This is an optimization exercise on Yosys and OpenROAD, whose aim is small area and a short achievable clock period, not a production implementation.
RTL that was checked went through simulation tests only; none was proved equivalent to the original.
No driver is modelled on the clock port, so clock power and skew are understated where the tree is cut down; a real chip needs a root buffer or a tree.
No activity file was given, so power comes from the tool's default toggle rates.

==> inputs of job 5705 <==
==> flow/design.v (excerpt) <==
module dr_core
(
    input        clock_480,
    input        reset,
    input  [4:0] data_in,
    output       data_out,
    output       underflow,
    output       overflow
);
==> module CRD, before the edit <==
module CRD(
    input clock,
    input reset,
    input [4:0] data,
    output reg Z,
    output reg ADD,
    output reg DROP,
    output DROP_w
);
reg [4:0] data_r;
reg [4:0] P;                    
reg [4:0] ph;                   
wire [4:0] flag_w = data ^ {5{data_r[4]}};
wire [4:0] pick = {flag_w[2] & ~flag_w[1] & ~flag_w[0],
                   flag_w[1] & ~flag_w[0],
                   flag_w[0],
                   flag_w[4] & ~flag_w[3] & ~flag_w[2] & ~flag_w[1] & ~flag_w[0],
                   flag_w[3] & ~flag_w[2] & ~flag_w[1] & ~flag_w[0]};
wire [4:0] P_w = (data == data_r) ? P : pick;
wire [4:0] ph_w = (|P) ? P : ph;
wire ADD_w = ph[0] & P[4];
assign DROP_w = ph[4] & P[0];
always @(posedge clock) begin
    if (reset) begin
        data_r <= 5'b0;
        P <= 5'b0;
        ph <= 5'b00001;
        Z <= 1'b0;
        ADD <= 1'b0;
        DROP <= 1'b0;
    end else begin
        data_r <= data;
        P <= P_w;
        ph <= ph_w;
        Z <= ADD_w ^ (|(data_r & ph_w));
        ADD <= ADD_w;
        DROP <= DROP_w;
    end
end
endmodule
==> module ad_fifo, before the edit <==
module ad_fifo #(parameter N = 41)
(
    input  Clock, Reset,
    input  Z, Add, Drop, DropNext,
    output reg Underflow, Overflow, Data
);
localparam M = N / 2;           
reg [N-1:2] e_q, f_q;           
reg [N-1:1] d_q;
reg a1, z1;                     
reg [N-1:0] h;                  
reg T;                          
reg go;                         
wire [N-1:0] d = {d_q, Drop};
wire [N-1:0] e = {e_q, a1 | (Add & d_q[1]), Add};
wire [N-1:0] f = {f_q, d_q[1] ? Z : z1, ~Drop & Z};
wire [N-1:0] hs = (h & ~d) | ({1'b0, h[N-1:1]} & {1'b0, d[N-1:1]});
wire [N-1:0] h_n = (T | ~go) ? {h[N-2:0], 1'b0} : hs;
wire T_n = go & ~T & (|(h & e));
wire data_n = T ? ~Data & ~Overflow : go & (|(h & f));
wire under_n = go & ~T & hs[0] & ~Add & DropNext;
wire over_n = ~T & h[N-1] & e[N-1] & ~d[N-1];
always @(posedge Clock) begin
    e_q <= e[N-2:1];
    f_q <= f[N-2:1];
    a1 <= Add;
    z1 <= Z;
    d_q <= {d_q[N-2:1], Drop};
    if (Reset) begin
        h <= {{(N-1){1'b0}}, 1'b1};
        T <= 1'b0;
        go <= 1'b0;
        Data <= 1'b0;
        Underflow <= 1'b0;
        Overflow <= 1'b0;
    end else begin
        h <= h_n;
        T <= T_n;
        go <= go | h[M-1];
        Data <= data_n;
        Underflow <= under_n;
        Overflow <= over_n;
    end
end
endmodule
clock: 3.3 ns
lec_check: 0
abc_area: 1
cap_margin: 20
core_margin: 2
core_utilization: 60
cts_buf_list: sky130_fd_sc_hd__clkbuf_8
cts_cluster_diameter: 80
cts_cluster_size: 24
place_density: 0.75
setup_slack_margin: 1.75
slew_margin: 20
run.sh (not shown) runs the stock make flow with config.mk's settings and CLKGATE_MAP_FILE= SYNTH_SCRIPT=/design/flow/synth_recipe.tcl, a recipe that flattens the netlist after the stock synthesis.
==> inputs of job 7447, as changes to job 5705 <==
--- a/flow/design.v
+++ b/flow/design.v
@@ -8,30 +8,29 @@
     output DROP_w
 );
-reg [4:0] data_r;
-reg [4:0] P;                    
-reg [4:0] ph;                   
-wire [4:0] flag_w = data ^ {5{data_r[4]}};
-wire [4:0] pick = {flag_w[2] & ~flag_w[1] & ~flag_w[0],
-                   flag_w[1] & ~flag_w[0],
-                   flag_w[0],
-                   flag_w[4] & ~flag_w[3] & ~flag_w[2] & ~flag_w[1] & ~flag_w[0],
-                   flag_w[3] & ~flag_w[2] & ~flag_w[1] & ~flag_w[0]};
-wire [4:0] P_w = (data == data_r) ? P : pick;
-wire [4:0] ph_w = (|P) ? P : ph;
-wire ADD_w = ph[0] & P[4];
-assign DROP_w = ph[4] & P[0];
+reg [4:0] d1, d2;
+reg [4:0] Qp;
+wire [4:0] flag = d1 ^ {5{d2[4]}};
+wire [4:0] pick = {flag[2] & ~flag[1] & ~flag[0],
+                   flag[1] & ~flag[0],
+                   flag[0],
+                   flag[4] & ~flag[3] & ~flag[2] & ~flag[1] & ~flag[0],
+                   flag[3] & ~flag[2] & ~flag[1] & ~flag[0]};
+wire sel = (d1 != d2) && (|flag);
+wire [4:0] Qc = sel ? pick : Qp;
+wire ADD_w = Qp[0] & Qc[4];
+assign DROP_w = Qp[4] & Qc[0];
 always @(posedge clock) begin
     if (reset) begin
-        data_r <= 5'b0;
-        P <= 5'b0;
-        ph <= 5'b00001;
+        d1 <= 5'b0;
+        d2 <= 5'b0;
+        Qp <= 5'b00001;
         Z <= 1'b0;
         ADD <= 1'b0;
         DROP <= 1'b0;
     end else begin
-        data_r <= data;
-        P <= P_w;
-        ph <= ph_w;
-        Z <= ADD_w ^ (|(data_r & ph_w));
+        d1 <= data;
+        d2 <= d1;
+        Qp <= Qc;
+        Z <= ADD_w ^ (|(d1 & Qc));
         ADD <= ADD_w;
         DROP <= DROP_w;
@@ -56,5 +55,8 @@
 wire [N-1:0] f = {f_q, d_q[1] ? Z : z1, ~Drop & Z};
 wire [N-1:0] hs = (h & ~d) | ({1'b0, h[N-1:1]} & {1'b0, d[N-1:1]});
-wire [N-1:0] h_n = (T | ~go) ? {h[N-2:0], 1'b0} : hs;
+wire sh = ~Reset & (T | ~go);
+wire st = ~Reset & go & ~T;
+wire [N-1:0] h_n = ({N{sh}} & {h[N-2:0], 1'b0}) | ({N{st}} & hs) |
+                   {{(N-1){1'b0}}, Reset};
 wire T_n = go & ~T & (|(h & e));
 wire data_n = T ? ~Data & ~Overflow : go & (|(h & f));
@@ -67,6 +69,6 @@
     z1 <= Z;
     d_q <= {d_q[N-2:1], Drop};
+    h <= h_n;
     if (Reset) begin
-        h <= {{(N-1){1'b0}}, 1'b1};
         T <= 1'b0;
         go <= 1'b0;
@@ -75,5 +77,4 @@
         Overflow <= 1'b0;
     end else begin
-        h <= h_n;
         T <= T_n;
         go <= go | h[M-1];
==> flow/flow/run.sh (new file) <==
#!/bin/bash
# The standard layout, except that the clock tree is built by
# flow/clock_tree.tcl (a two-level tree of inverters) instead of ORFS's CTS.
# Each tool's output goes to a log of its own in this folder.
set -euo pipefail
bash standard.sh place > standard_place.log 2>&1
bash standard.sh run "RUN_SCRIPT=$PWD/flow/clock_tree.tcl" RUN_LOG_NAME_STEM=4_1_cts > clock_tree.log 2>&1
bash standard.sh finish > standard_finish.log 2>&1
==> flow/flow/clock_tree.tcl (new file) <==
# Clock tree step in place of ORFS's CTS: a two-level tree of inverters.
# The flip-flops are split into eight groups of equal count by location
# (by x, then y, then x); each group is driven by an inv_12 in its middle,
# and each pair of neighbouring groups' inverters by an inv_8 that the clock
# port drives. Two inversions keep every flip-flop on the rising edge.
# The rest of the step is ORFS's cts.tcl: timing repair and legalisation.
utl::set_metrics_stage "cts__{}"
source $::env(SCRIPTS_DIR)/load.tcl
erase_non_stage_variables cts
load_design 3_place.odb 3_place.sdc

set block [ord::get_db_block]
set db [ord::get_db]
set clk_port [get_name [lindex [get_property [lindex [all_clocks] 0] sources] 0]]
set clk_net [[$block findBTerm $clk_port] getNet]

proc loc_x { it } { return [lindex [[$it getInst] getLocation] 0] }
proc loc_y { it } { return [lindex [[$it getInst] getLocation] 1] }
proc by_x { a b } { return [expr {[loc_x $a] - [loc_x $b]}] }
proc by_y { a b } { return [expr {[loc_y $a] - [loc_y $b]}] }

# split the sinks into 8 groups of equal count by recursive bisection,
# alternately by x and by y
proc bisect { items depth } {
  if { $depth == 0 } { return [list $items] }
  if { $depth % 2 } {
    set items [lsort -command by_x $items]
  } else {
    set items [lsort -command by_y $items]
  }
  set m [expr {[llength $items] / 2}]
  return [concat [bisect [lrange $items 0 [expr {$m - 1}]] [expr {$depth - 1}]] \
                 [bisect [lrange $items $m end] [expr {$depth - 1}]]]
}
set groups [bisect [$clk_net getITerms] 3]

# the clock port drives four inverters, one per pair of neighbouring groups;
# each drives one inverter per group, which drives the group's flip-flops
set m_trunk [$db findMaster sky130_fd_sc_hd__inv_8]
set m_leaf [$db findMaster sky130_fd_sc_hd__inv_12]
proc centre { pts } {
  set sx 0
  set sy 0
  foreach p $pts {
    set sx [expr {$sx + [lindex $p 0]}]
    set sy [expr {$sy + [lindex $p 1]}]
  }
  set n [llength $pts]
  return [list [expr {$sx / $n}] [expr {$sy / $n}]]
}
proc add_cell { master name in_net out_net xy } {
  set block [ord::get_db_block]
  set inst [odb::dbInst_create $block $master $name]
  [$inst findITerm A] connect $in_net
  [$inst findITerm Y] connect $out_net
  $inst setLocation [lindex $xy 0] [lindex $xy 1]
  $inst setPlacementStatus PLACED
  return $inst
}
for {set t 0} {$t < 4} {incr t} {
  set trunk [odb::dbNet_create $block "clknet_t${t}_$clk_port"]
  $trunk setSigType CLOCK
  set leaf_xy {}
  foreach k [list [expr {2 * $t}] [expr {2 * $t + 1}]] {
    set g [lindex $groups $k]
    set pts {}
    foreach it $g { lappend pts [list [loc_x $it] [loc_y $it]] }
    set xy [centre $pts]
    lappend leaf_xy $xy
    set leaf [odb::dbNet_create $block "clknet_l${k}_$clk_port"]
    $leaf setSigType CLOCK
    foreach it $g {
      $it disconnect
      $it connect $leaf
    }
    add_cell $m_leaf "clkinv_l${k}_$clk_port" $trunk $leaf $xy
    puts "clock leaf $k: [llength $g] sinks at $xy"
  }
  add_cell $m_trunk "clkinv_t${t}_$clk_port" $clk_net $trunk [centre $leaf_xy]
}
global_connect
set_propagated_clock [all_clocks]

set_placement_padding -global \
  -left $::env(CELL_PAD_IN_SITES_DETAIL_PLACEMENT) \
  -right $::env(CELL_PAD_IN_SITES_DETAIL_PLACEMENT)
detailed_placement
estimate_parasitics -placement
report_clock_skew
report_clock_latency

if { !$::env(SKIP_CTS_REPAIR_TIMING) } {
  repair_timing_helper
  detailed_placement
  check_placement -verbose
}

report_metrics 4 "cts final"
orfs_write_db $::env(RESULTS_DIR)/4_1_cts.odb
orfs_write_sdc $::env(RESULTS_DIR)/4_cts.sdc
==> flow/standard.sh (new file) <==
#!/bin/bash
# synth_recipe.tcl (not shown) runs the flow's synth.tcl, then flattens the netlist and writes it again
# the make line also repeats each setting of config.mk as NAME=value (left out here)
make -C /OpenROAD-flow-scripts/flow DESIGN_CONFIG=/design/flow/config.mk WORK_HOME=/design/flow/orfs CLKGATE_MAP_FILE= SYNTH_SCRIPT=/design/flow/synth_recipe.tcl "${@:-finish}"
CTS_CLUSTER_DIAMETER = unset   (was 80)
CTS_CLUSTER_SIZE = unset   (was 24)
SETUP_SLACK_MARGIN = 2.0   (was 1.75)
removed: flow/run.sh
==> comparison table <==
	job 5705	job 7447
Run status	no timing/DRC/antenna violations	no timing/DRC/antenna violations
Overall Global Routing Usage	0.235	0.254
Total power	4.34 mW	3.64 mW
Min Clock Period, post-route	1.54 ns	1.66 ns
Worst r2r src	fifo.go$_SDFF_PP0_	crd.d2[4]$_SDFF_PP0_
Design area	6520 sq um	6820 sq um
Origin of the worst min-delay path	fifo.f_q[37]$_DFF_P_	fifo.f_q[7]$_DFF_P_
Vias in the first global route	3750	4110
Number of DRC markers after the initial detailed-route iteration	161	231
Worst Path Arrival	0.88 ns	1.68 ns
Met2 Use GR	0.373	0.435
CP Capture Point	data_out	crd.Z$_SDFF_PP0_
Largest net degree at the start of global routing	43	24
Worst supply voltage drop on vdd	0.443 mV	0.441 mV
Leakage power total	2.60 nW	2.95 nW
Yosys top cell area share	0.643	0.656
Area used by multi-input combinational logic	1740 sq um	2050 sq um
Worst path setup slack after routing	1.76 ns	1.64 ns
Via count normalized by instance count	5.36	5.59
Sort of element at the end of the critical path	primary output	flop
Seq area share	0.566	0.543
Post-route clock skew	0.0118 ns	0.00508 ns
Vertical extent of the die	102 um	101 um
For job 7447, only the layout was checked, not whether the RTL still works. In job 7447 the design's own scripts or RTL, not TritonCTS, make the clock network.

==> afterwards: timing with drivers on the ports <==
No port has a modelled driver above. Below, the same layouts with a new extraction and two added sets of constraints. Step 1 sets driving cells, clkbuf_16 on the clock port and buf_2 on the other inputs (assumed; they add their load-dependent delay and slew). Step 2 moves the port delays by t, midway between the first and last clock arrival at a register: inputs arrive t later, outputs are due t later. That takes back most of the time a late clock gives input paths. Slacks: no drivers / after step 1 / after step 2; pairs: no drivers / after step 1.
run	shift t [ns]	setup slack, ns	clock arrival spread, ns
job 5705	0.468	1.761 / 1.725 / 1.415	0.017 / 0.017
job 7447	0.246	1.644 / 1.644 / 1.519	0.007 / 0.007
After both steps every run listed still meets setup and hold. For job 5705, which loses most, drivers alone change the setup slack by -0.036 ns; drivers and shift together by -0.346 ns.
